What follows belongs to an exercise in optimizing a design on an open flow for small area; a production flow would make more cautious choices. At most, simulation tests tie the RTL to the original design; equivalence was not proved. The RTL of run 1 was laid out without a check of its function. Power and IR drop assume default switching activity.

## flow/design.v (module list and top-level ports; edited modules follow where they fit)
// module char_ROM: 933 lines
// module delay_generator: 11 lines
// module spi_controller: 46 lines
// module oled_controller: 100 lines
module oled_controller(
    input  clock, reset, d_valid,
    input [6:0] sdin,
    output wire oled_spi_clk, oled_spi_data,
    output reg oled_dc_n, txDone,
    output wire oled_vdd, oled_vbat, oled_reset_n
);
  // ...
==> flow/flow/run.sh <==
#!/bin/bash
# Standard synthesis, then the combinational logic re-mapped for area (the
# flip-flops are kept as the standard synthesis made them), proven equal to
# the standard netlist, then the standard layout from that netlist.
set -euo pipefail
R=orfs/results/$FLOW_PLATFORM/oled_controller/base
YOSYS=$(command -v yosys || echo "$FLOW_HOME/../tools/install/yosys/bin/yosys")
bash standard.sh synth > synth.log 2>&1
cp "$R/1_2_yosys.v" std_netlist.v
export REMAP_LIB="$FLOW_HOME/platforms/$FLOW_PLATFORM/lib/sky130_fd_sc_hd__tt_025C_1v80.lib"
export REMAP_IN=std_netlist.v REMAP_OUT=remap_netlist.v REMAP_ABC=flow/remap.abc
if "$YOSYS" -c flow/remap.tcl > remap.log 2>&1 && "$YOSYS" -c flow/equiv.tcl > equiv.log 2>&1; then
  cp remap_netlist.v "$R/1_2_yosys.v"
  rm -f "$R/1_synth.odb" "$R/1_synth.sdc"
  echo "using the re-mapped netlist"
else
  echo "re-mapping failed; using the standard netlist"
fi
# extra ORFS settings for the layout, one NAME=value per line
KNOBS=()
if [[ -f flow/knobs.txt ]]; then
  while IFS= read -r line; do
    [[ -z "$line" || "$line" == \#* ]] || KNOBS+=("$line")
  done < flow/knobs.txt
fi
bash standard.sh "${KNOBS[@]}" finish > layout.log 2>&1
==> flow/flow/equiv.tcl <==
# Prove the re-mapped netlist equal to the standard one: the flip-flops are
# the same instances, so the logic between them must compute the same.
yosys -import
set lib $::env(REMAP_LIB)
read_liberty -ignore_miss_func $lib
read_verilog $::env(REMAP_IN)
yosys rename $::env(FLOW_TOP) gold
read_verilog $::env(REMAP_OUT)
yosys rename $::env(FLOW_TOP) gate
foreach m [list sky130_fd_sc_hd__dfxtp_1 sky130_fd_sc_hd__edfxtp_1 sky130_fd_sc_hd__dfrtp_1 sky130_fd_sc_hd__dfstp_1 sky130_fd_sc_hd__dfxbp_1 sky130_fd_sc_hd__dfrbp_1 sky130_fd_sc_hd__dfbbp_1 sky130_fd_sc_hd__sdfxtp_1] {
  catch { setattr -mod -set keep_hierarchy 1 $m }
}
flatten gold gate
opt_clean
# internal nets get private names so that only ports and register outputs pair up
yosys rename -hide gate/w:*.* gate/w:_*_ gold/w:*.* gold/w:_*_
equiv_make gold gate equiv
hierarchy -top equiv
equiv_simple
equiv_status -assert
==> flow/flow/knobs.txt <==
# port buffers: a small buffer instead of the default delay cell
BUFFER_PORTS_ARGS=-buffer_cell sky130_fd_sc_hd__buf_2
# clock tree without dummy loads
CTS_ARGS=-sink_clustering_enable -repair_clock_nets -dont_use_dummy_load
==> flow/flow/remap.abc <==
strash
dch -f
map -a
mfs2 -a
strash
dch -f
map -a
mfs2 -a
strash
dch -f
map -a
==> flow/flow/remap.tcl <==
# Re-map the combinational logic of the standard synthesis netlist for area.
# Flip-flops (and their instance names and cell types) are kept as they are.
yosys -import
set lib $::env(REMAP_LIB)
read_liberty -ignore_miss_func $lib
read_verilog $::env(REMAP_IN)
hierarchy -top $::env(FLOW_TOP)
foreach m [list sky130_fd_sc_hd__dfxtp_1 sky130_fd_sc_hd__edfxtp_1 sky130_fd_sc_hd__dfrtp_1 sky130_fd_sc_hd__dfstp_1 sky130_fd_sc_hd__dfxbp_1 sky130_fd_sc_hd__dfrbp_1 sky130_fd_sc_hd__dfbbp_1 sky130_fd_sc_hd__sdfxtp_1 sky130_fd_sc_hd__conb_1] {
  catch { setattr -mod -set keep_hierarchy 1 $m }
}
flatten
opt_clean -purge
abc -script $::env(REMAP_ABC) -liberty $lib -dont_use sky130_fd_sc_hd__lpflow_bleeder_1 -dont_use sky130_fd_sc_hd__lpflow_clkbufkapwr_1 -dont_use sky130_fd_sc_hd__lpflow_clkbufkapwr_16 -dont_use sky130_fd_sc_hd__lpflow_clkbufkapwr_2 -dont_use sky130_fd_sc_hd__lpflow_clkbufkapwr_4 -dont_use sky130_fd_sc_hd__lpflow_clkbufkapwr_8 -dont_use sky130_fd_sc_hd__lpflow_clkinvkapwr_1 -dont_use sky130_fd_sc_hd__lpflow_clkinvkapwr_16 -dont_use sky130_fd_sc_hd__lpflow_clkinvkapwr_2 -dont_use sky130_fd_sc_hd__lpflow_clkinvkapwr_4 -dont_use sky130_fd_sc_hd__lpflow_clkinvkapwr_8 -dont_use sky130_fd_sc_hd__lpflow_decapkapwr_12 -dont_use sky130_fd_sc_hd__lpflow_decapkapwr_3 -dont_use sky130_fd_sc_hd__lpflow_decapkapwr_4 -dont_use sky130_fd_sc_hd__lpflow_decapkapwr_6 -dont_use sky130_fd_sc_hd__lpflow_decapkapwr_8 -dont_use sky130_fd_sc_hd__lpflow_inputiso0n_1 -dont_use sky130_fd_sc_hd__lpflow_inputiso0p_1 -dont_use sky130_fd_sc_hd__lpflow_inputiso1n_1 -dont_use sky130_fd_sc_hd__lpflow_inputiso1p_1 -dont_use sky130_fd_sc_hd__lpflow_inputisolatch_1 -dont_use sky130_fd_sc_hd__lpflow_isobufsrc_1 -dont_use sky130_fd_sc_hd__lpflow_isobufsrc_16 -dont_use sky130_fd_sc_hd__lpflow_isobufsrc_2 -dont_use sky130_fd_sc_hd__lpflow_isobufsrc_4 -dont_use sky130_fd_sc_hd__lpflow_isobufsrc_8 -dont_use sky130_fd_sc_hd__lpflow_isobufsrckapwr_16 -dont_use sky130_fd_sc_hd__lpflow_lsbuf_lh_hl_isowell_tap_1 -dont_use sky130_fd_sc_hd__lpflow_lsbuf_lh_hl_isowell_tap_2 -dont_use sky130_fd_sc_hd__lpflow_lsbuf_lh_hl_isowell_tap_4 -dont_use sky130_fd_sc_hd__lpflow_lsbuf_lh_isowell_4 -dont_use sky130_fd_sc_hd__lpflow_lsbuf_lh_isowell_tap_1 -dont_use sky130_fd_sc_hd__lpflow_lsbuf_lh_isowell_tap_2 -dont_use sky130_fd_sc_hd__lpflow_lsbuf_lh_isowell_tap_4 -dont_use sky130_fd_sc_hd__probe_p_8 -dont_use sky130_fd_sc_hd__probec_p_8 
splitnets
opt_clean -purge
hilomap -singleton -hicell sky130_fd_sc_hd__conb_1 HI -locell sky130_fd_sc_hd__conb_1 LO
insbuf -buf sky130_fd_sc_hd__buf_4 A X
select $::env(FLOW_TOP)
tee -o $::env(REMAP_OUT).stat stat -liberty $lib
write_verilog -noattr -noexpr -nohex -nodec -selected $::env(REMAP_OUT)
==> flow/standard.sh <==
#!/bin/bash
# synth_recipe.tcl (not shown) runs the flow's synth.tcl, then flattens the netlist and writes it again
# the make line also repeats each setting of config.mk as NAME=value (left out here)
make -C /OpenROAD-flow-scripts/flow DESIGN_CONFIG=/design/flow/config.mk WORK_HOME=/design/flow/orfs CLKGATE_MAP_FILE= SYNTH_SCRIPT=/design/flow/synth_recipe.tcl "${@:-finish}"
==> flow/config.mk <==
export PLATFORM = sky130hd
export DESIGN_NAME = oled_controller
export DESIGN_NICKNAME = oled_controller
export VERILOG_FILES = /design/flow/design.v
export SDC_FILE = /design/flow/constraint.sdc
export NUM_CORES = 4
export LEC_CHECK = 0
export ABC_AREA = 1
export CAP_MARGIN = 20
export CORE_MARGIN = 2
export CORE_UTILIZATION = 40
export GPL_TIMING_DRIVEN = 0
export SLEW_MARGIN = 20
export SYNTH_MEMORY_MAX_BITS = 16384
==> flow/constraint.sdc <==
create_clock -name core_clock -period 10.0 [get_ports {clock}]
set_input_delay 2.0000 -clock core_clock [delete_from_list [all_inputs] [get_ports {clock}]]
set_output_delay 2.0000 -clock core_clock [all_outputs]
set_load 0.01 [all_outputs]
==> flow_metrics.py, run 1 <==
metrics = {
    "status": {
        "status": "complete, no violations",
    },
    "sta": {
        "min_period_over_period_pct": 72.94,
        "relSlewSlack_pct": 24.89,
        "fin_tns_setup_ns": 0,
        "min_period_ns": 7.294,
        "worst_clock_skew_ns": 0.01619,
    },
    "global_route": {
        "overflow": 0,
        "top_usage_layer": "met2",
        "use_met3_pct": 26.51,
        "grtUsageMet1_pct": 53.34,
        "first_global_vias": 6831,
        "grt_start_max_net_pins": 19,
    },
    "die": {
        "die_area_mm2": 0.01266,
        "tap_cells": 143,
        "rows": 39,
    },
    "worst_hold_path": {
        "hold_path_end": "currPage[1]",
    },
    "logic_synthesis": {
        "netlist_area_mm2": 0.004711,
    },
    "critical_path": {
        "arrival_ns": 7.44,
        "critPathMaxFanout": 13,
        "r2r_start": "DG.count[0]",
        "reg2reg_depth": 11,
        "cp-endpoint": "SC.shift_reg[3]",
        "cpPeakStageDelay_ns": 0.89,
        "worstPathRequired_ns": 10.15,
    },
    "job": {
        "maxCapViolations": 0,
    },
    "detailed_routing": {
        "first_iter_violations": 1591,
        "met3_length_um": 5417,
        "via_per_inst": 7.264,
        "vias": 7279,
        "wl_um": 28580,
        "wl_met1_um": 10080,
    },
    "cells_and_area": {
        "inverters": 139,
        "area_delta_synth_final_pct": 8.154,
        "multi_input_area_mm2": 0.003248,
        "final_cell_count_no_fill": 1002,
        "multi_input_area_share_pct": 63.75,
    },
    "clock_network": {
        "holdBufCountCts": 0,
        "htreeDepth": 2,
        "cts_setup_buffers": 0,
    },
    "power_and_ir_drop": {
        "comb_power_w": 0.000268,
        "ir_worst_vdd_v": 0.0001139,
        "combPwrFrac_pct": 41.0,
        "swShare_pct": 42.82,
        "power_w": 0.0006527,
    },
    "placed_design": {
        "place_inst": 997,
    },
}
==> module delay_generator, before the edit <==
module delay_generator(
    input clock,
    input clr,
    input inc,
    output reg [14:0] count
);
always @(posedge clock) begin
    if(clr) count <= 0;
    else if(inc) count <= count + 1;
end
endmodule
==> module spi_controller, before the edit <==
module spi_controller(
    input  clock, reset, load_data,
    input [7:0] din,
    output msg_done,
    output reg spi_data,
    output spi_clk,
    output sd_fall,
    output [3:0] phase
);
reg [2:0] counter;
reg [3:0] step;
reg [7:0] shift_reg;
reg sd_clk;
assign sd_fall = (counter == 4) & sd_clk;
assign phase = {sd_clk, counter};
wire ce = (step >= 2) & (step <= 9);
assign msg_done = (step == 10);
assign spi_clk = ce ? sd_clk : 1'b1;
always @(posedge clock) begin
    if(reset) counter <= 0;
    else if(counter != 4) counter <= counter + 1;
    else counter <= 0;
end
always @(posedge clock) begin
    if(reset) sd_clk <= 0;
    else if(counter == 4) sd_clk <= ~sd_clk;
end
always @(posedge clock) begin
    if(reset) step <= 0;
    else if(sd_fall) begin
        if(step == 0) step <= load_data ? 4'd1 : 4'd0;
        else if(step == 10) step <= 0;
        else step <= step + 1;
    end
end
always @(posedge clock) begin
    if(step == 0) begin
        if(!sd_fall) shift_reg <= din;
    end
    else if(sd_fall) shift_reg <= {shift_reg[6:0], 1'b0};
end
always @(posedge clock) begin
    if(reset) spi_data <= 1'b1;
    else if(sd_fall & (step >= 1) & (step <= 8)) spi_data <= shift_reg[7];
end
endmodule
==> module oled_controller, before the edit <==
module oled_controller(
    input  clock, reset, d_valid,
    input [6:0] sdin,
    output wire oled_spi_clk, oled_spi_data,
    output reg oled_dc_n, txDone,
    output wire oled_vdd, oled_vbat, oled_reset_n
);
localparam  IDLE = 5'd0, D1 = 5'd1, INIT = 5'd2, D2 = 5'd3, RESET = 5'd4,
            D3 = 5'd5, CHRG_PUMP = 5'd6, CHRG_PUMP1 = 5'd7, PRE_CHRG = 5'd8,
            PRE_CHRG1 = 5'd9, VBAT_ON = 5'd10, D4 = 5'd11, CONTRAST = 5'd12,
            CONTRAST1 = 5'd13, SEG_REMAP = 5'd14, SCAN_DIR = 5'd15,
            COM_PIN = 5'd16, COM_PIN1 = 5'd17, DISPLAY_ON = 5'd18,
            PAGE_ADDR = 5'd19, PAGE_ADDR1 = 5'd20, PAGE_ADDR2 = 5'd21,
            COLUMN_ADDR = 5'd22, DONE = 5'd23, SEND_DATA = 5'd24;
reg [4:0] state;
reg [1:0] currPage;
reg spiLoadData, doneSeen;
reg [7:0] spiData;
wire [7:0] fontData;
wire [14:0] count;
wire sdFall;
wire [3:0] phase;
wire spiDone;
wire delayState = (state == D1) | (state == D2) | (state == D3) | (state == D4);
wire delayDone = (count == 15'd20000) &
                 (((state == D1) | (state == D2)) ? (phase == 4'd3) :
                  (state == D3) ? (phase == 4'd10) : (phase == 4'd4));
wire cmdState = ((state >= CHRG_PUMP) & (state <= PRE_CHRG1)) |
                ((state >= CONTRAST) & (state <= COLUMN_ADDR));
wire loadState = cmdState | (state == INIT) | (state == SEND_DATA);
wire byteSent = spiDone & !doneSeen;      
wire spiIdle = doneSeen & !spiDone;       
wire accept = (state == DONE) & d_valid & !txDone;
assign oled_vdd = (state == IDLE);
assign oled_vbat = (state <= VBAT_ON);
assign oled_reset_n = !((state == D2) | (state == RESET));
always @(*) begin
    case(state)
        INIT:        spiData = 8'hAE;
        CHRG_PUMP:   spiData = 8'h8D;
        CHRG_PUMP1:  spiData = 8'h14;
        PRE_CHRG:    spiData = 8'hD9;
        PRE_CHRG1:   spiData = 8'hF1;
        CONTRAST:    spiData = 8'h81;
        CONTRAST1:   spiData = 8'hFF;
        SEG_REMAP:   spiData = 8'hA0;
        SCAN_DIR:    spiData = 8'hC0;
        COM_PIN:     spiData = 8'hDA;
        COM_PIN1:    spiData = 8'h00;
        DISPLAY_ON:  spiData = 8'hAF;
        PAGE_ADDR:   spiData = 8'h22;
        PAGE_ADDR1:  spiData = {6'd0, currPage};
        PAGE_ADDR2:  spiData = {6'd0, currPage};
        COLUMN_ADDR: spiData = 8'h10;
        default:     spiData = fontData;
    endcase
end
always @(posedge clock) doneSeen <= spiDone;
always @(posedge clock) begin
    if(reset) begin
        state <= IDLE; oled_dc_n <= 1'b1; spiLoadData <= 1'b0;
        currPage <= 0; txDone <= 0;
    end
    else begin
        spiLoadData <= loadState & !spiDone & !doneSeen;
        if((state == IDLE) | (state == PAGE_ADDR)) oled_dc_n <= 1'b0;
        if(state == SEND_DATA) oled_dc_n <= 1'b1;
        if(state == DONE) txDone <= 1'b0;
        if((state == SEND_DATA) & byteSent & (count[2:0] == 7)) txDone <= 1'b1;
        if((state == PAGE_ADDR1) & byteSent) currPage <= currPage + 1;
        case(state)
            DONE: begin
                if(accept) state <= count[7] ? PAGE_ADDR : SEND_DATA;
            end
            SEND_DATA: begin
                if(spiIdle & txDone) state <= DONE;
            end
            default: begin
                if((state == IDLE) | (state == RESET) | (state == VBAT_ON) |
                   (delayState & delayDone) | ((state == INIT) & spiDone) |
                   (cmdState & spiIdle))
                    state <= state + 1;
            end
        endcase
    end
end
delay_generator DG(
    .clock(clock),
    .clr(reset | (delayState & delayDone) | (accept & count[7])),
    .inc((delayState & sdFall) | ((state == SEND_DATA) & byteSent)),
    .count(count)
);
spi_controller SC(
    .clock(clock), .reset(reset), .din(spiData),
    .load_data(spiLoadData), .msg_done(spiDone),
    .spi_clk(oled_spi_clk), .spi_data(oled_spi_data),
    .sd_fall(sdFall), .phase(phase)
);
char_ROM CR(.addr(sdin), .col(count[2:0]), .data(fontData));
endmodule
==> run 2: changes to the inputs <==
--- a/flow/design.v
+++ b/flow/design.v
@@ -935,7 +935,7 @@
     input clock,
     input clr,
     input inc,
-    output reg [14:0] count
+    output reg [7:0] count
 );
 always @(posedge clock) begin
     if(clr) count <= 0;
@@ -949,11 +949,12 @@
     output reg spi_data,
     output spi_clk,
     output sd_fall,
-    output [3:0] phase
+    output [3:0] phase,
+    input count_mode,
+    output reg [7:0] shift_reg
 );
 reg [2:0] counter;
 reg [3:0] step;
-reg [7:0] shift_reg;
 reg sd_clk;
 assign sd_fall = (counter == 4) & sd_clk;
 assign phase = {sd_clk, counter};
@@ -977,11 +978,12 @@
         else step <= step + 1;
     end
 end
+wire feedback = count_mode & ~(shift_reg[7] ^ shift_reg[5] ^ shift_reg[4] ^ shift_reg[3]);
 always @(posedge clock) begin
-    if(step == 0) begin
+    if((step == 0) & !count_mode) begin
         if(!sd_fall) shift_reg <= din;
     end
-    else if(sd_fall) shift_reg <= {shift_reg[6:0], 1'b0};
+    else if(sd_fall) shift_reg <= {shift_reg[6:0], feedback};
 end
 always @(posedge clock) begin
     if(reset) spi_data <= 1'b1;
@@ -1007,14 +1009,16 @@
 reg spiLoadData, doneSeen;
 reg [7:0] spiData;
 wire [7:0] fontData;
-wire [14:0] count;
+wire [7:0] count;
+wire [7:0] shiftReg;
 wire sdFall;
 wire [3:0] phase;
 wire spiDone;
 wire delayState = (state == D1) | (state == D2) | (state == D3) | (state == D4);
-wire delayDone = (count == 15'd20000) &
+wire delayDone = (count == 8'd78) & (shiftReg == 8'h21) &
                  (((state == D1) | (state == D2)) ? (phase == 4'd3) :
                   (state == D3) ? (phase == 4'd10) : (phase == 4'd4));
+wire lfsrWrap = sdFall & (shiftReg == 8'h80);
 wire cmdState = ((state >= CHRG_PUMP) & (state <= PRE_CHRG1)) |
                 ((state >= CONTRAST) & (state <= COLUMN_ADDR));
 wire loadState = cmdState | (state == INIT) | (state == SEND_DATA);
@@ -1042,7 +1046,8 @@
         PAGE_ADDR1:  spiData = {6'd0, currPage};
         PAGE_ADDR2:  spiData = {6'd0, currPage};
         COLUMN_ADDR: spiData = 8'h10;
-        default:     spiData = fontData;
+        SEND_DATA:   spiData = fontData;
+        default:     spiData = 8'h00;
     endcase
 end
 always @(posedge clock) doneSeen <= spiDone;
@@ -1077,14 +1082,15 @@
 delay_generator DG(
     .clock(clock),
     .clr(reset | (delayState & delayDone) | (accept & count[7])),
-    .inc((delayState & sdFall) | ((state == SEND_DATA) & byteSent)),
+    .inc((delayState & lfsrWrap) | ((state == SEND_DATA) & byteSent)),
     .count(count)
 );
 spi_controller SC(
     .clock(clock), .reset(reset), .din(spiData),
     .load_data(spiLoadData), .msg_done(spiDone),
     .spi_clk(oled_spi_clk), .spi_data(oled_spi_data),
-    .sd_fall(sdFall), .phase(phase)
+    .sd_fall(sdFall), .phase(phase),
+    .count_mode(delayState), .shift_reg(shiftReg)
 );
 char_ROM CR(.addr(sdin), .col(count[2:0]), .data(fontData));
 endmodule
==> flow/flow/knobs.txt (replaced) <==
# port buffers: a small buffer instead of the default delay cell
BUFFER_PORTS_ARGS=-buffer_cell sky130_fd_sc_hd__buf_2
# clock tree without dummy loads, in as few clusters as the slew allows
CTS_ARGS=-sink_clustering_enable -repair_clock_nets -dont_use_dummy_load -sink_clustering_size 50 -sink_clustering_max_diameter 500
--- a/flow/config.mk
+++ b/flow/config.mk
@@ -8,7 +8,8 @@
 export ABC_AREA = 1
 export CAP_MARGIN = 20
 export CORE_MARGIN = 2
-export CORE_UTILIZATION = 40
+export CORE_UTILIZATION = 30
 export GPL_TIMING_DRIVEN = 0
+export PLACE_DENSITY = 0.45
 export SLEW_MARGIN = 20
 export SYNTH_MEMORY_MAX_BITS = 16384
==> flow_metrics.py, run 2 <==
metrics = {
    "clock_network": {
        "numCtsBuffers": 5,
        "cts-resized-gates": 0,
        "worstSkewPairLatency_ns": 0.28,
        "htreeDepth": 2,
        "cts_num_sinks": 36,
        "holdBufCountCts": 0,
        "cts_tree": "done",
        "root_buffer": "clkbuf_16",
        "clockBufferDepth": 2,
        "cts_setup_buffers": 0,
        "clkTransAtPathRegs_ns": 0.06,
    },
    "power_and_ir_drop": {
        "p_int_w": 0.0003784,
        "combPwrFrac_pct": 48.5,
        "power_density_mw_per_mm2": 143.9,
        "pwr-share-clk_pct": 20.5,
        "switchingPower_w": 0.0003340,
        "swShare_pct": 46.88,
        "ir_worst_vdd_v": 0.0001245,
        "power_frac_seq_pct": 31.0,
        "power_w": 0.0007124,
        "p_leak_nw": 1.607,
    },
    "sta": {
        "min_period_over_period_pct": 74.08,
        "worst_pin_slew_ns": 1.177,
        "hold_viol_final": 0,
        "min_period_ns": 7.408,
        "fmax_mhz": 135.0,
        "setup-violations-final": 0,
        "rsz0062_at_grt": "no",
        "worst_clock_skew_ns": 0.01011,
        "drv_slew": 0,
        "fin_tns_setup_ns": 0,
        "relSlewSlack_pct": 21.27,
        "holdWs_ns": 0.4469,
    },
    "cells_and_area": {
        "fin_nets": 837,
        "n_antenna_cell": 0,
        "final_common_cell": "nor2_1",
        "drive_above_1_share_pct": 3.152,
        "area_delta_synth_final_pct": 9.858,
        "final_cell_mix": "nor2_1 (206), clkinv_1 (139), nand2_1 (74), o21ai_0 (62), a21oi_1 (59)",
        "final_cell_count_no_fill": 1009,
        "utilization_pct": 33.93,
    },
    "detailed_routing": {
        "wl_um": 30760,
        "first_iter_violations": 1201,
        "drc": 0,
        "wl_per_cell_um": 30.49,
        "drtPass1Iterations": 6,
        "ant_nets": 0,
        "vias": 6913,
        "via_per_inst": 6.851,
    },
    "die": {
        "die_h_um": 126.6,
        "core-area_mm2": 0.01459,
        "start_util_pct": 30.88,
        "io_pins": 17,
        "rows": 44,
        "die_area_mm2": 0.01601,
        "die_x_um": 126.6,
    },
    "global_route": {
        "first_global_vias": 6372,
        "antenna_found_initial": 1,
        "track_usage_pct": 37.61,
        "grt_start_max_net_pins": 18,
        "overflow": 0,
        "grt_pass1_wl_um": 43840,
    },
    "critical_path": {
        "critPathMaxFanout": 10,
        "arrival_ns": 7.54,
        "worstPathRequired_ns": 10.13,
        "critical_path.cell_chain": "buf_2 -> clkinv_1 -> nor2_1 -> clkinv_1 -> nor2_1 -> clkinv_1 -> nor2_1 -> clkinv_1 -> o21ai_0 -> nand2_1 -> nor2_1 -> o32ai_1 -> a21oi_1 -> nand4_1 -> a221oi_1 -> o31ai_1 -> a31oi_1",
        "end_kind": "register",
        "startpoint_type": "input port",
        "cpPeakStageDelay_ns": 0.86,
        "crit_type": "in -> reg",
        "cp_slowest_cell": "nor2_1",
    },
    "status": {
        "status": "complete, no violations",
    },
    "logic_synthesis": {
        "synth_nets": 814,
        "yosysWarningCount": 3,
        "netlist_area_mm2": 0.004506,
        "syn_area_per_cell_um2": 5.604,
        "syn_inst": 804,
    },
    "placed_design": {
        "dpl.hpwl_um": 23630,
        "gp_congestion": 1.153,
        "port_buffers": 16,
        "place_inst": 1004,
    },
    "worst_hold_path": {
        "hold_path.class": "reg -> reg",
    },
    "job": {
        "maxCapViolations": 0,
    },
}
run 2: changes by cell type in the layout (fill, tap and decap cells not counted), sizes merged, moves of 4 or more:
cell,previous run,this run
nand4,16,12
nor3,36,44
nand3,33,38
o41ai,3,9
a21oi,63,59
a211oi,13,8
a22oi,1,8
a2111oi,4,11
o221ai,4,0
dfxtp,35,28
o21ai,92,62
nand2,90,74
run 2: routing by layer:
metal	wire, um	up-vias	share of wire (%)	GRT usage [%]
li1	-	2942	-	-
met1	12540	3181	41	51.19
met2	11310	621	37	49.36
met3	4750	167	15	16.79
met4	2150	2	7.0	19.20
met5	13	-	0.042	0
run 2: cell type report:
| cell class | instances | area [um^2] |
|---|---|---|
| fillers | 1704 | 9639 |
| multi-input cells | 629 | 3192 |
| flip-flops and latches | 36 | 800.8 |
| inverters | 139 | 521.8 |
| well taps | 184 | 230.2 |
| clock buffers | 5 | 125.1 |
| repair buffers | 16 | 80.08 |
run 2: path summary, 6_finish.rpt:
check / end / start / slack, ns / cells past startpoint
hold reg to reg: spiLoadData / doneSeen / 0.45 / 1
setup / recovery: SC.shift_reg[3] / sdin[1] / 2.59 / 17
setup reg to reg: SC.shift_reg[6] / DG.count[1] / 3.05 / 15
hold / removal: spiLoadData / doneSeen / 0.45 / 1
run 2: power by group through the flow:
stage	Clock, W	Sequential, W	Combinational, W
6_report	0.000146	0.000221	0.000345
5_1_grt	0.000154	0.000224	0.000378
4_1_cts	0.000149	0.000220	0.000329
3_5_place_dp	0	0.000223	0.000328
3_3_place_gp	0	0.000222	0.000332
2_1_floorplan	0	0.000216	0.000222
run 2: through the flow:
step | setup slack, ns | area (um^2)
after floorplan | 5.433 | 4506
after global placement | 2.691 | 4816
after detailed placement | 2.932 | 4823
after CTS | 3.215 | 4949
after global routing | 2.871 | 4950
final | 2.592 | 4950
run 2: critical path, delay by kind of cell:
kind	cells	cell delay (ns)
buffers and inverters	5	1.77
AOI/OAI and AO/OA	6	1.66
and+or+nand+nor	6	2.10
==> run 3: changes to the inputs <==
==> flow/flow/knobs.txt (replaced) <==
# port buffers: a small buffer instead of the default delay cell
BUFFER_PORTS_ARGS=-buffer_cell sky130_fd_sc_hd__buf_1
# clock tree without dummy loads, from clkbuf_8 buffers
CTS_ARGS=-sink_clustering_enable -repair_clock_nets -dont_use_dummy_load -buf_list sky130_fd_sc_hd__clkbuf_8
==> flow/flow/remap.abc (replaced) <==
strash
&get -n
&deepsyn -T 400 -S 1
&put
dch -f
map -a
mfs2 -a
strash
dch -f
map -a
mfs2 -a
strash
dch -f
map -a
==> flow_metrics.py, run 3 <==
metrics = {
    "status": {
        "status": "complete, no violations",
    },
    "critical_path": {
        "crit_start": "sdin[0]",
        "critPathMaxFanout": 17,
        "cpPeakStageDelay_ns": 0.81,
        "r2r-end": "SC.shift_reg[0]",
        "cp.depth": 16,
        "crit_type": "in -> reg",
        "cp_slowest_cell": "buf_1",
        "reg2reg_setup_slack_ns": 4.24,
        "arrival_ns": 7.97,
        "r2r_start": "DG.count[0]",
        "worstPathRequired_ns": 10.13,
        "critical_path.cell_chain": "buf_1 -> clkinv_1 -> nor2_1 -> clkinv_1 -> nor2_1 -> clkinv_1 -> nor2_1 -> clkinv_1 -> o22ai_1 -> nor2_1 -> a32o_1 -> a21oi_1 -> nand2_1 -> o221ai_1 -> nand3_1 -> a31oi_1",
        "cp-endpoint": "SC.shift_reg[3]",
        "startpoint_type": "input port",
        "end_kind": "register",
        "critPathTopFamily": "buffers and inverters",
        "critPathBufInv": 5,
        "reg2reg_depth": 13,
    },
    "cells_and_area": {
        "drive_above_1_share_pct": 0.9674,
        "final_cell_mix": "nor2_1 (225), clkinv_1 (133), o21ai_0 (70), a21oi_1 (70), nand2_1 (67)",
        "area_delta_synth_final_pct": 8.275,
        "final_common_cell": "nor2_1",
        "fin_nets": 839,
        "fillers": 1739,
    },
    "clock_network": {
        "cts_tree": "done",
        "cts-resized-gates": 0,
        "worstSkewPairLatency_ns": 0.31,
        "numCtsBuffers": 5,
        "clockBufferDepth": 2,
        "cts_num_sinks": 36,
        "root_buffer": "clkbuf_8",
        "htreeDepth": 2,
        "clkTransAtPathRegs_ns": 0.08,
        "cts_setup_buffers": 0,
        "holdBufCountCts": 0,
    },
    "die": {
        "start_util_pct": 30.70,
        "die_area_mm2": 0.01581,
        "die_x_um": 125.7,
        "io_pins": 17,
        "rows": 44,
        "die_h_um": 125.7,
        "core-area_mm2": 0.01448,
    },
    "sta": {
        "rsz0062_at_grt": "no",
        "worst_pin_slew_ns": 1.370,
        "relSlewSlack_pct": 6.332,
        "setup_ws_ns": 2.161,
        "fin_tns_setup_ns": 0,
        "worst_clock_skew_ns": 0.01984,
        "min_period_over_period_pct": 78.39,
        "min_period_ns": 7.839,
        "drv_slew": 0,
        "hold_viol_final": 0,
        "setup-violations-final": 0,
        "fmax_mhz": 127.6,
    },
    "detailed_routing": {
        "drc": 0,
        "wl_um": 30390,
        "first_iter_violations": 1184,
        "vias": 6884,
        "wl_per_cell_um": 30.03,
        "drtPass1Iterations": 6,
        "via_per_inst": 6.802,
        "ant_nets": 0,
    },
    "placed_design": {
        "port_buffers": 16,
        "gp_congestion": 1.121,
        "dpl.hpwl_um": 23640,
        "dp_slack_ns": 2.411,
    },
    "logic_synthesis": {
        "syn_area_per_cell_um2": 5.522,
        "synth_nets": 815,
        "netlist_area_mm2": 0.004446,
        "syn_inst": 805,
        "yosysWarningCount": 3,
    },
    "worst_hold_path": {
        "hold_path.class": "reg -> reg",
    },
    "global_route": {
        "antenna_found_initial": 1,
        "overflow": 0,
        "grt_pass1_wl_um": 43320,
        "grt_start_max_net_pins": 18,
        "first_global_vias": 6505,
        "track_usage_pct": 37.54,
    },
    "power_and_ir_drop": {
        "p_leak_nw": 1.456,
        "ir_worst_vdd_v": 0.00003589,
        "power_density_mw_per_mm2": 77.14,
    },
    "job": {
        "maxCapViolations": 0,
    },
}
## run 3: area by class of cell
type                       count  area [um^2]  area share, %
antenna                        1        2.502        0.05199
clock buffer                   5        68.82          1.430
inverter                     133        499.2          10.37
multi-input combinational    636         3147          65.38
sequential                    36        800.8          16.64
tap                          184        230.2          4.783
timing repair buffer          17        65.06          1.352
## run 3: worst min-delay path by stage
stage	to	cells past startpoint	slack, ns	start
6_report	spiLoadData	1	0.47	doneSeen
5_1_grt	currPage[1]	1	0.49	currPage[1]
4_1_cts	spiLoadData	1	0.47	doneSeen
3_5_place_dp	spiLoadData	1	0.45	doneSeen
3_3_place_gp	currPage[1]	1	0.45	currPage[1]
2_1_floorplan	currPage[1]	1	0.42	currPage[1]
## run 3: through the flow
step / area (um^2) / hold slack (ns) / power [W] / instances / utilization [%]
finish: 4813 / 0.4710 / 0.0003713 / 1012 / 33.24
detailed placement: 4736 / 0.4517 / 0.0002657 / 1005 / 32.71
floorplan: 4446 / 0.4234 / 0.0002204 / 805 / -
global placement: 4736 / 0.4531 / 0.0002724 / 1005 / 32.71
CTS: 4805 / 0.4696 / 0.0003662 / 1010 / 33.18
global route: 4811 / 0.4930 / 0.0003839 / 1011 / 33.23
## run 3: power by group
part / switching [W] / internal, W
combinational: 0.0000888 / 0.0000267
clock: 0.0000537 / 0.0000450
sequential: 0.00000361 / 0.000154
total: 0.000146 / 0.000225
## run 3: per-layer routing
metal,vias to the layer above,wire length (um),track usage (%)
li1,2898,-,-
met1,3087,10600,44.44
met3,221,3890,10.92
met4,0,3341,29.99
met2,678,12560,56.60
met5,-,0,0
## run 3: worst reg2reg max path, delay by kind of cell (launching register included)
family	cells	cell delay (ns)
AOI/OAI and AO/OA	7	1.61
buffers and inverters	3	1.56
and+or+nand+nor	3	1.56
DFF	1	0.74
==> run 4: changes to the inputs <==
--- a/flow/design.v
+++ b/flow/design.v
@@ -956,25 +956,27 @@
 reg [2:0] counter;
 reg [3:0] step;
 reg sd_clk;
-assign sd_fall = (counter == 4) & sd_clk;
+wire cnt_last = (counter == 3'b110);
+assign sd_fall = cnt_last & sd_clk;
 assign phase = {sd_clk, counter};
-wire ce = (step >= 2) & (step <= 9);
-assign msg_done = (step == 10);
+wire ce = step[3];
+assign msg_done = (step == 2);
 assign spi_clk = ce ? sd_clk : 1'b1;
 always @(posedge clock) begin
     if(reset) counter <= 0;
-    else if(counter != 4) counter <= counter + 1;
-    else counter <= 0;
+    else counter <= {counter[1] & counter[0], counter[0], ~counter[2]};
 end
 always @(posedge clock) begin
     if(reset) sd_clk <= 0;
-    else if(counter == 4) sd_clk <= ~sd_clk;
+    else if(cnt_last) sd_clk <= ~sd_clk;
 end
 always @(posedge clock) begin
     if(reset) step <= 0;
     else if(sd_fall) begin
         if(step == 0) step <= load_data ? 4'd1 : 4'd0;
-        else if(step == 10) step <= 0;
+        else if(step == 1) step <= 4'd8;
+        else if(step == 15) step <= 4'd2;
+        else if(step == 2) step <= 4'd0;
         else step <= step + 1;
     end
 end
@@ -987,7 +989,7 @@
 end
 always @(posedge clock) begin
     if(reset) spi_data <= 1'b1;
-    else if(sd_fall & (step >= 1) & (step <= 8)) spi_data <= shift_reg[7];
+    else if(sd_fall & ((step == 1) | (step[3] & (step != 15)))) spi_data <= shift_reg[7];
 end
 endmodule
 module oled_controller(
@@ -1016,8 +1018,8 @@
 wire spiDone;
 wire delayState = (state == D1) | (state == D2) | (state == D3) | (state == D4);
 wire delayDone = (count == 8'd78) & (shiftReg == 8'h21) &
-                 (((state == D1) | (state == D2)) ? (phase == 4'd3) :
-                  (state == D3) ? (phase == 4'd10) : (phase == 4'd4));
+                 (((state == D1) | (state == D2)) ? (phase == 4'b0111) :
+                  (state == D3) ? (phase == 4'b1011) : (phase == 4'b0110));
 wire lfsrWrap = sdFall & (shiftReg == 8'h80);
 wire cmdState = ((state >= CHRG_PUMP) & (state <= PRE_CHRG1)) |
                 ((state >= CONTRAST) & (state <= COLUMN_ADDR));
==> flow_metrics.py, run 4 <==
metrics = {
    "status": {
        "status": "complete, no violations",
    },
    "detailed_routing": {
        "via_per_inst": 6.707,
        "ant_nets": 0,
        "wl_per_cell_um": 27.89,
        "drtPass1Iterations": 9,
        "first_iter_violations": 1394,
        "drc": 0,
        "wl_um": 28220,
        "vias": 6787,
    },
    "sta": {
        "worst_pin_slew_ns": 1.178,
        "hold_viol_final": 0,
        "min_period_over_period_pct": 76.68,
        "rsz0062_at_grt": "no",
        "relSlewSlack_pct": 20.76,
        "min_period_ns": 7.668,
        "setup-violations-final": 0,
        "setup_ws_ns": 2.332,
        "fmax_mhz": 130.4,
        "worst_clock_skew_ns": 0.01282,
        "fin_tns_setup_ns": 0,
        "drv_slew": 0,
    },
    "cells_and_area": {
        "final_cell_mix": "nor2_1 (219), clkinv_1 (134), nand2_1 (83), a21oi_1 (69), o21ai_0 (60)",
        "final_common_cell": "nor2_1",
        "area_delta_synth_final_pct": 8.251,
        "seq_area_um2": 800.8,
        "stdcell_area_mm2": 0.004777,
        "multi_input_area_mm2": 0.003112,
        "final_cell_count_no_fill": 1012,
        "fillers": 1731,
        "fin_nets": 839,
        "drive_above_1_share_pct": 0.9674,
    },
    "critical_path": {
        "reg2reg_depth": 19,
        "end_kind": "register",
        "worstPathRequired_ns": 10.14,
        "arrival_ns": 7.81,
        "reg2reg_setup_slack_ns": 2.77,
        "crit_start": "sdin[0]",
        "r2r_start": "DG.count[0]",
        "cp-endpoint": "SC.shift_reg[3]",
        "startpoint_type": "input port",
        "r2r-end": "SC.shift_reg[6]",
        "crit_type": "in -> reg",
        "critPathMaxFanout": 15,
    },
    "logic_synthesis": {
        "syn_inst": 806,
        "syn_area_per_cell_um2": 5.475,
        "netlist_area_mm2": 0.004413,
        "synth_nets": 816,
        "yosysWarningCount": 3,
    },
    "placed_design": {
        "gp_congestion": 1.116,
        "port_buffers": 16,
        "place_inst": 1006,
        "placedInstanceArea_mm2": 0.004703,
        "dp_slack_ns": 2.621,
        "dpl.hpwl_um": 21860,
    },
    "worst_hold_path": {
        "hold_path.class": "reg -> reg",
    },
    "clock_network": {
        "worstSkewPairLatency_ns": 0.30,
        "cts_tree": "done",
        "cts-resized-gates": 0,
        "clkTransAtPathRegs_ns": 0.07,
        "holdBufCountCts": 0,
        "numCtsBuffers": 5,
        "htreeDepth": 2,
        "cts_num_sinks": 36,
        "cts_setup_buffers": 0,
        "root_buffer": "clkbuf_8",
        "clockBufferDepth": 2,
    },
    "die": {
        "core-area_mm2": 0.01448,
        "die_area_mm2": 0.01570,
        "rows": 44,
        "die_x_um": 125.3,
        "die_h_um": 125.3,
        "io_pins": 17,
        "start_util_pct": 30.48,
    },
    "power_and_ir_drop": {
        "combPwrFrac_pct": 30.6,
        "ir_worst_vdd_v": 0.00006512,
        "power_density_mw_per_mm2": 75.57,
        "switchingPower_w": 0.0001378,
        "p_leak_nw": 1.483,
        "p_int_w": 0.0002232,
        "swShare_pct": 38.17,
        "pwr-share-clk_pct": 26.3,
        "power_frac_seq_pct": 43.1,
    },
    "job": {
        "maxCapViolations": 0,
    },
    "global_route": {
        "first_global_vias": 6261,
        "overflow": 0,
        "antenna_found_initial": 1,
        "grt_pass1_wl_um": 40700,
        "grt_start_max_net_pins": 19,
        "track_usage_pct": 34.93,
    },
}
## run 4: final cells by class
type	instances	area share [%]
multi-input combinational	636	65.14
sequential	36	16.76
inverter	134	10.53
tap	184	4.819
clock buffer	5	1.441
timing repair buffer	16	1.257
antenna	1	0.05238
## run 4: worst max-delay path: stages
cell and delay [ns]:
buf_1 0.70, clkinv_1 0.83, nor2_1 0.44, clkinv_1 0.54, nor2_1 0.56, clkinv_1 0.28
nor2_1 0.58, nor2_1 0.18, o2111ai_1 0.32, o32ai_1 0.27, a21oi_1 0.34, nand3_1 0.16
a311oi_1 0.35, o211ai_1 0.13, a31oi_1 0.14
## run 4: worst min path at each step
stage	end	cells after the start	slack, ns	start
3_3_place_gp	SC.counter[0]	1	0.42	SC.counter[2]
5_1_grt	SC.counter[2]	2	0.48	SC.counter[1]
6_report	SC.counter[2]	2	0.45	SC.counter[1]
4_1_cts	SC.counter[0]	1	0.46	SC.counter[2]
3_5_place_dp	SC.counter[0]	1	0.44	SC.counter[2]
2_1_floorplan	SC.counter[0]	1	0.40	SC.counter[2]
## run 4: power groups by stage
stage	clock network, W	logic, W	registers (W)
after floorplan	0	0.0000588	0.000158
after global placement	0	0.000107	0.000159
after detailed placement	0	0.000101	0.000159
after CTS	0.0000989	0.000102	0.000156
after global routing	0.000105	0.000113	0.000156
final	0.0000949	0.000111	0.000156
## run 4: layer usage
metal  track usage [%]  part of all wire, %  routed length, um
met2             45.49                   36              10210
met3             16.26                   16               4425
met1             47.63                   40              11400
met4             17.52                  7.7               2187
met5                 0                    0                  0
## run 4: metrics by stage
step	util [%]	hold WS (ns)	total power, W
2_1_floorplan	-	0.4018	0.0002169
5_1_grt	32.98	0.4802	0.0003740
6_report	32.99	0.4523	0.0003610
3_5_place_dp	32.48	0.4439	0.0002600
4_1_cts	32.96	0.4614	0.0003561
3_3_place_gp	32.48	0.4224	0.0002665
==> run 5: changes to the inputs <==
==> flow/flow/run.sh (replaced) <==
#!/bin/bash
# Standard synthesis, then the combinational logic re-mapped for area with a
# few ABC scripts (the flip-flops are kept as the standard synthesis made
# them); each result is proven equal to the standard netlist and the smallest
# is laid out with the standard layout.
set -euo pipefail
R=orfs/results/$FLOW_PLATFORM/oled_controller/base
YOSYS=$(command -v yosys || echo "$FLOW_HOME/../tools/install/yosys/bin/yosys")
bash standard.sh synth > synth.log 2>&1
cp "$R/1_2_yosys.v" std_netlist.v
export REMAP_LIB="$FLOW_HOME/platforms/$FLOW_PLATFORM/lib/sky130_fd_sc_hd__tt_025C_1v80.lib"
export REMAP_IN=std_netlist.v
remap() {
  local n=$1
  if REMAP_OUT=remap_$n.v REMAP_ABC=flow/cand$n.abc "$YOSYS" -c flow/remap.tcl > remap_$n.log 2>&1 &&
     REMAP_OUT=remap_$n.v "$YOSYS" -c flow/equiv.tcl > equiv_$n.log 2>&1; then
    awk '/Chip area/ {print $NF}' remap_$n.v.stat > area_$n.txt
  fi
}
for n in 1 2 3 4; do remap $n & done
wait
best=""; best_area=""
for n in 1 2 3 4; do
  if [[ -s area_$n.txt ]]; then
    a=$(cat area_$n.txt)
    echo "candidate $n: $a"
    if [[ -z "$best" ]] || awk -v a="$a" -v b="$best_area" 'BEGIN {exit !(a < b)}'; then
      best=$n; best_area=$a
    fi
  else
    echo "candidate $n: failed"
  fi
done
if [[ -n "$best" ]]; then
  echo "using candidate $best ($best_area)"
  cp remap_$best.v "$R/1_2_yosys.v"
  rm -f "$R/1_synth.odb" "$R/1_synth.sdc"
else
  echo "re-mapping failed; using the standard netlist"
fi
# extra ORFS settings for the layout, one NAME=value per line
KNOBS=()
if [[ -f flow/knobs.txt ]]; then
  while IFS= read -r line; do
    [[ -z "$line" || "$line" == \#* ]] || KNOBS+=("$line")
  done < flow/knobs.txt
fi
bash standard.sh "${KNOBS[@]}" finish > layout.log 2>&1
==> flow/flow/cand1.abc (new file) <==
strash
&get -n
&deepsyn -T 400 -S 1
&put
dch -f
amap -F 2000 -A 5
mfs2 -a
strash
dch -f
amap -F 2000 -A 5
==> flow/flow/cand2.abc (new file) <==
strash
&get -n
&deepsyn -T 400 -S 2
&put
dch -f
amap -F 2000 -A 5
mfs2 -a
strash
dch -f
amap -F 2000 -A 5
==> flow/flow/cand3.abc (new file) <==
strash
dch -f
amap -F 2000 -A 5
mfs2 -a
strash
dch -f
amap -F 2000 -A 5
==> flow/flow/cand4.abc (new file) <==
strash
&get -n
&deepsyn -T 400 -S 3
&put
dch -f
map -a
mfs2 -a
strash
dch -f
map -a
mfs2 -a
strash
dch -f
map -a
removed: flow/flow/remap.abc
==> flow_metrics.py, run 5 <==
metrics = {
    "logic_synthesis": {
        "yosysWarningCount": 3,
        "syn_inst": 711,
        "netlist_area_mm2": 0.004293,
        "synth_nets": 721,
        "syn_area_per_cell_um2": 6.038,
    },
    "sta": {
        "relSlewSlack_pct": 24.86,
        "rsz0062_at_grt": "no",
        "worst_pin_slew_ns": 1.117,
        "min_period_ns": 8.564,
        "drv_slew": 0,
        "fin_tns_setup_ns": 0,
        "hold_viol_final": 0,
        "worst_clock_skew_ns": 0.01219,
        "holdWs_ns": 0.4565,
        "min_period_over_period_pct": 85.64,
        "setup-violations-final": 0,
        "fmax_mhz": 116.8,
    },
    "global_route": {
        "track_usage_pct": 38.33,
        "first_global_vias": 6352,
        "antenna_found_initial": 0,
        "overflow": 0,
        "grt_pass1_wl_um": 41570,
        "grt_start_max_net_pins": 26,
    },
    "placed_design": {
        "placedInstanceArea_mm2": 0.004581,
        "port_buffers": 16,
        "dpl.hpwl_um": 21310,
        "gp_congestion": 1.115,
    },
    "cells_and_area": {
        "stdcell_area_mm2": 0.004649,
        "area_delta_synth_final_pct": 8.307,
        "final_cell_mix": "nor2_1 (166), clkinv_1 (103), o21ai_0 (62), a21oi_1 (56), nand2_1 (44)",
        "final_common_cell": "nor2_1",
        "fillers": 1598,
        "n_antenna_cell": 0,
        "fin_nets": 744,
        "drive_above_1_share_pct": 0.9563,
    },
    "clock_network": {
        "numCtsBuffers": 5,
        "worstSkewPairLatency_ns": 0.30,
        "cts-resized-gates": 0,
        "cts_setup_buffers": 0,
        "cts_tree": "done",
        "root_buffer": "clkbuf_8",
        "htreeDepth": 2,
        "holdBufCountCts": 0,
        "clkTransAtPathRegs_ns": 0.07,
        "clockBufferDepth": 2,
        "cts_num_sinks": 36,
    },
    "power_and_ir_drop": {
        "power_density_mw_per_mm2": 77.91,
        "ir_worst_vdd_v": 0.00009420,
        "p_leak_nw": 1.376,
    },
    "critical_path": {
        "startpoint_type": "input port",
        "critPathMaxFanout": 19,
        "crit_start": "sdin[1]",
        "r2r_start": "DG.count[2]",
        "arrival_ns": 8.74,
        "reg2reg_setup_slack_ns": 2.46,
        "crit_type": "in -> reg",
        "r2r-end": "SC.shift_reg[3]",
        "worstPathRequired_ns": 10.18,
        "reg2reg_depth": 18,
        "end_kind": "register",
    },
    "die": {
        "io_pins": 17,
        "die_area_mm2": 0.01528,
        "start_util_pct": 30.81,
        "core-area_mm2": 0.01393,
        "rows": 43,
        "die_h_um": 123.6,
        "die_x_um": 123.6,
    },
    "detailed_routing": {
        "via_per_inst": 7.314,
        "first_iter_violations": 1114,
        "drtPass1Iterations": 7,
        "vias": 6670,
        "wl_um": 28940,
        "ant_nets": 0,
        "drc": 0,
        "wl_per_cell_um": 31.73,
    },
    "status": {
        "status": "complete, no violations",
    },
    "worst_hold_path": {
        "hold_start": "SC.counter[1]",
        "hold_path.class": "reg -> reg",
        "hold_depth": 2,
        "hold_path_end": "SC.counter[2]",
    },
    "job": {
        "maxCapViolations": 0,
    },
}
## run 5: final cells by class
type | count | area, um^2 | share of cell area, %
Clock buffer | 5 | 68.82 | 1.480
Inverter | 103 | 386.6 | 8.315
Multi-Input combinational cell | 572 | 3105 | 66.79
Sequential cell | 36 | 800.8 | 17.22
Tap cell | 180 | 225.2 | 4.844
Timing Repair Buffer | 16 | 62.56 | 1.346
## run 5: worst max path at each step
stage	to	cells past startpoint
2_1_floorplan	SC.shift_reg[6]	16
3_3_place_gp	SC.shift_reg[3]	19
3_5_place_dp	SC.shift_reg[6]	17
4_1_cts	SC.shift_reg[6]	17
5_1_grt	SC.shift_reg[6]	17
6_report	SC.shift_reg[6]	16
## run 5: critical path, cell delays in order
cell and delay, ns:
buf_1 0.76, clkinv_1 0.94, nor2_1 0.73, clkinv_1 0.38
nor2_1 0.73, clkinv_1 0.53, nor2_1 0.52, or4_1 0.31
nor4_1 0.11, o21bai_1 0.36, o32ai_1 0.17, o41a_1 0.44
o32ai_1 0.27, a21oi_1 0.12, o21ai_0 0.20, o21a_1 0.14
## run 5: layer usage
layer,GRT usage [%],up-vias,wire [um]
met4,30.82,0,2914
met1,41.19,3051,9636
met3,14.61,230,3939
met2,60.03,652,12450
li1,-,2737,-
met5,0,-,0
## run 5: metrics by stage
step | total power (W) | cells | setup WS (ns) | util, %
2_1_floorplan | 0.0002164 | 711 | 4.848 | -
3_3_place_gp | 0.0002660 | 907 | 1.069 | 32.85
4_1_cts | 0.0003538 | 912 | 2.128 | 33.37
5_1_grt | 0.0003694 | 912 | 1.701 | 33.37
6_report | 0.0003623 | 912 | 1.436 | 33.37
3_5_place_dp | 0.0002604 | 907 | 1.825 | 32.87
## run 5: report_power, final
group / internal [W] / switching, W / total (W)
combinational: 0.0000272 / 0.0000847 / 0.000112
clock: 0.0000449 / 0.0000500 / 0.0000948
sequential: 0.000153 / 0.00000293 / 0.000156
total: 0.000225 / 0.000138 / 0.000362
==> run 6: changes to the inputs <==
--- a/flow/flow/run.sh
+++ b/flow/flow/run.sh
@@ -17,10 +17,10 @@
     awk '/Chip area/ {print $NF}' remap_$n.v.stat > area_$n.txt
   fi
 }
-for n in 1 2 3 4; do remap $n & done
+for n in 1 2 3 4 5; do remap $n & done
 wait
 best=""; best_area=""
-for n in 1 2 3 4; do
+for n in 1 2 3 4 5; do
   if [[ -s area_$n.txt ]]; then
     a=$(cat area_$n.txt)
     echo "candidate $n: $a"
==> flow/flow/cand1.abc (replaced) <==
strash
&get -n
&deepsyn -T 700 -S 1
&put
dch -f
amap -F 2000 -A 5
mfs2 -a
strash
dch -f
amap -F 2000 -A 5
==> flow/flow/cand2.abc (replaced) <==
strash
&get -n
&deepsyn -T 700 -S 2
&put
dch -f
amap -F 2000 -A 5
mfs2 -a
strash
dch -f
amap -F 2000 -A 5
==> flow/flow/cand3.abc (replaced) <==
strash
&get -n
&deepsyn -T 700 -S 3
&put
dch -f
amap -F 2000 -A 5
mfs2 -a
strash
dch -f
amap -F 2000 -A 5
==> flow/flow/cand4.abc (replaced) <==
strash
&get -n
&deepsyn -T 700 -S 4
&put
dch -f
amap -F 2000 -A 5
mfs2 -a
strash
dch -f
amap -F 2000 -A 5
==> flow/flow/cand5.abc (new file) <==
strash
dch -f
amap -F 2000 -A 5
mfs2 -a
strash
dch -f
amap -F 2000 -A 5
==> flow_metrics.py, run 6 <==
metrics = {
    "status": {
        "status": "complete, no violations",
    },
    "worst_hold_path": {
        "hold_depth": 1,
        "hold_path.class": "reg -> reg",
    },
    "cells_and_area": {
        "final_cell_count_no_fill": 891,
        "final_cell_mix": "nor2_1 (152), clkinv_1 (110), o21ai_0 (64), nor3_1 (42), a21oi_1 (37)",
        "fillers": 1597,
        "final_common_cell": "nor2_1",
        "fin_nets": 723,
        "drive_above_1_share_pct": 1.125,
        "area_delta_synth_final_pct": 8.657,
        "n_antenna_cell": 0,
        "stdcell_area_mm2": 0.004617,
    },
    "sta": {
        "rsz0062_at_grt": "no",
        "min_period_ns": 8.511,
        "worst_clock_skew_ns": 0.01165,
        "worst_pin_slew_ns": 1.217,
        "setup-violations-final": 0,
        "fmax_mhz": 117.5,
        "min_period_over_period_pct": 85.11,
        "drv_slew": 0,
        "fin_tns_setup_ns": 0,
        "hold_viol_final": 0,
        "relSlewSlack_pct": 18.85,
    },
    "logic_synthesis": {
        "yosysWarningCount": 3,
        "netlist_area_mm2": 0.004249,
        "syn_inst": 690,
        "synth_nets": 700,
        "syn_area_per_cell_um2": 6.158,
    },
    "global_route": {
        "first_global_vias": 5933,
        "antenna_found_initial": 1,
        "grt_start_max_net_pins": 24,
        "overflow": 0,
        "grt_pass1_wl_um": 39920,
        "track_usage_pct": 37.15,
    },
    "clock_network": {
        "cts_num_sinks": 36,
        "holdBufCountCts": 0,
        "clockBufferDepth": 2,
        "cts-resized-gates": 0,
        "root_buffer": "clkbuf_8",
        "clkTransAtPathRegs_ns": 0.07,
        "worstSkewPairLatency_ns": 0.29,
        "cts_tree": "done",
        "numCtsBuffers": 5,
        "cts_setup_buffers": 0,
        "htreeDepth": 2,
    },
    "die": {
        "io_pins": 17,
        "die_x_um": 123.0,
        "core-area_mm2": 0.01388,
        "rows": 43,
        "die_h_um": 123.0,
        "start_util_pct": 30.61,
        "die_area_mm2": 0.01513,
    },
    "power_and_ir_drop": {
        "power_density_mw_per_mm2": 122.8,
        "p_leak_nw": 1.331,
        "ir_worst_vdd_v": 0.00007791,
    },
    "detailed_routing": {
        "drc": 0,
        "vias": 6480,
        "met3_length_um": 4487,
        "wl_met1_um": 10930,
        "ant_nets": 0,
        "top_layer": "met4",
        "drtPass1Iterations": 7,
        "via_per_inst": 7.273,
        "wl_um": 28030,
        "dr_wl_met2_um": 10420,
        "first_iter_violations": 1326,
        "wl_per_cell_um": 31.46,
    },
    "critical_path": {
        "reg2reg_setup_slack_ns": 2.83,
        "startpoint_type": "input port",
        "critPathMaxFanout": 16,
        "end_kind": "register",
        "worstPathRequired_ns": 10.16,
        "reg2reg_depth": 15,
        "arrival_ns": 8.67,
        "crit_type": "in -> reg",
    },
    "placed_design": {
        "place_inst": 886,
        "gp_congestion": 1.114,
        "dpl.hpwl_um": 21410,
        "port_buffers": 16,
        "placedInstanceArea_mm2": 0.004543,
    },
    "job": {
        "maxCapViolations": 0,
    },
}
-- run 6: where the power goes --
group	internal, W	leakage, nW	switching [W]
Combinational	0.0000780	0.983	0.000192
Sequential	0.000183	0.313	0.0000231
Clock	0.0000448	0.0359	0.0000463
Total	0.000305	1.33	0.000261
-- run 6: metrics by stage --
| stage | util, % | setup slack, ns | hold WS (ns) | power [W] |
|---|---|---|---|---|
| finish | 33.26 | 1.489 | 0.4261 | 0.0005668 |
| global route | 33.26 | 1.582 | 0.4504 | 0.0005922 |
| CTS | 33.23 | 1.952 | 0.4265 | 0.0005524 |
| detailed placement | 32.73 | 1.727 | 0.4127 | 0.0004595 |
| global placement | 32.67 | 1.295 | 0.3987 | 0.0004611 |
| floorplan | - | 4.518 | 0.3894 | 0.0003627 |
-- run 6: area by class of cell --
type	count	area, um^2	area share [%]
multi-input combinational	544	3049	66.04
sequential	36	800.8	17.34
clock buffer	5	68.82	1.491
tap	180	225.2	4.878
timing repair buffer	16	60.06	1.301
inverter	110	412.9	8.943
-- run 6: layer usage --
layer  vias up  track usage (%)
met5         -                0
met4         0            20.38
met3       161            15.96
met2       629            49.59
met1      3024            49.56
li1       2666                -
-- run 6: path summary, 6_finish.rpt --
| kind | from | endpoint |
|---|---|---|
| worst max register to register | DG.count[0] | SC.shift_reg[3] |
| worst min-delay path | SC.counter[2] | SC.counter[0] |
| worst max-delay path | sdin[0] | SC.shift_reg[3] |
| worst min register to register | SC.counter[2] | SC.counter[0] |
-- run 6: critical path: stages --
cell,delay (ns)
buf_1,0.85
clkinv_1,0.92
nor2_1,0.81
clkinv_1,0.45
nor2_1,0.31
clkinv_1,0.40
nor2_1,0.68
a222oi_1,0.34
o21ai_0,0.22
o22a_1,0.20
o21ai_0,0.12
o22ai_1,0.53
o221ai_1,0.19
a31o_1,0.26
o221ai_1,0.19
o21a_1,0.17

static timing again, ports no longer ideal:
Ports are ideal in the flow. The routed layouts listed here were re-timed in OpenROAD.
Step 1, drivers: a clkbuf_16 drives clock and a buf_2 each remaining input, both assumed.
Step 2 also shifts input and output timing later by t, the mid clock arrival at the registers, as if the neighbouring blocks saw the same clock.
Slacks: no drivers / after step 1 / after step 2; pairs: no drivers / after step 1.
run	t (ns)	setup slack, ns	pins driven straight from the clock port
run 1	0.328	2.706 / 2.723 / 2.395	1
run 2	0.313	2.592 / 2.602 / 2.289	1
run 3	0.337	2.161 / 2.165 / 1.828	1
run 4	0.322	2.332 / 2.337 / 2.015	1
run 5	0.329	1.436 / 1.430 / 1.102	1
run 6	0.319	1.489 / 1.492 / 1.173	1
After both steps every run listed still meets setup and hold. For run 5, which loses most, drivers alone change the setup slack by -0.006 ns; drivers and shift together by -0.334 ns.
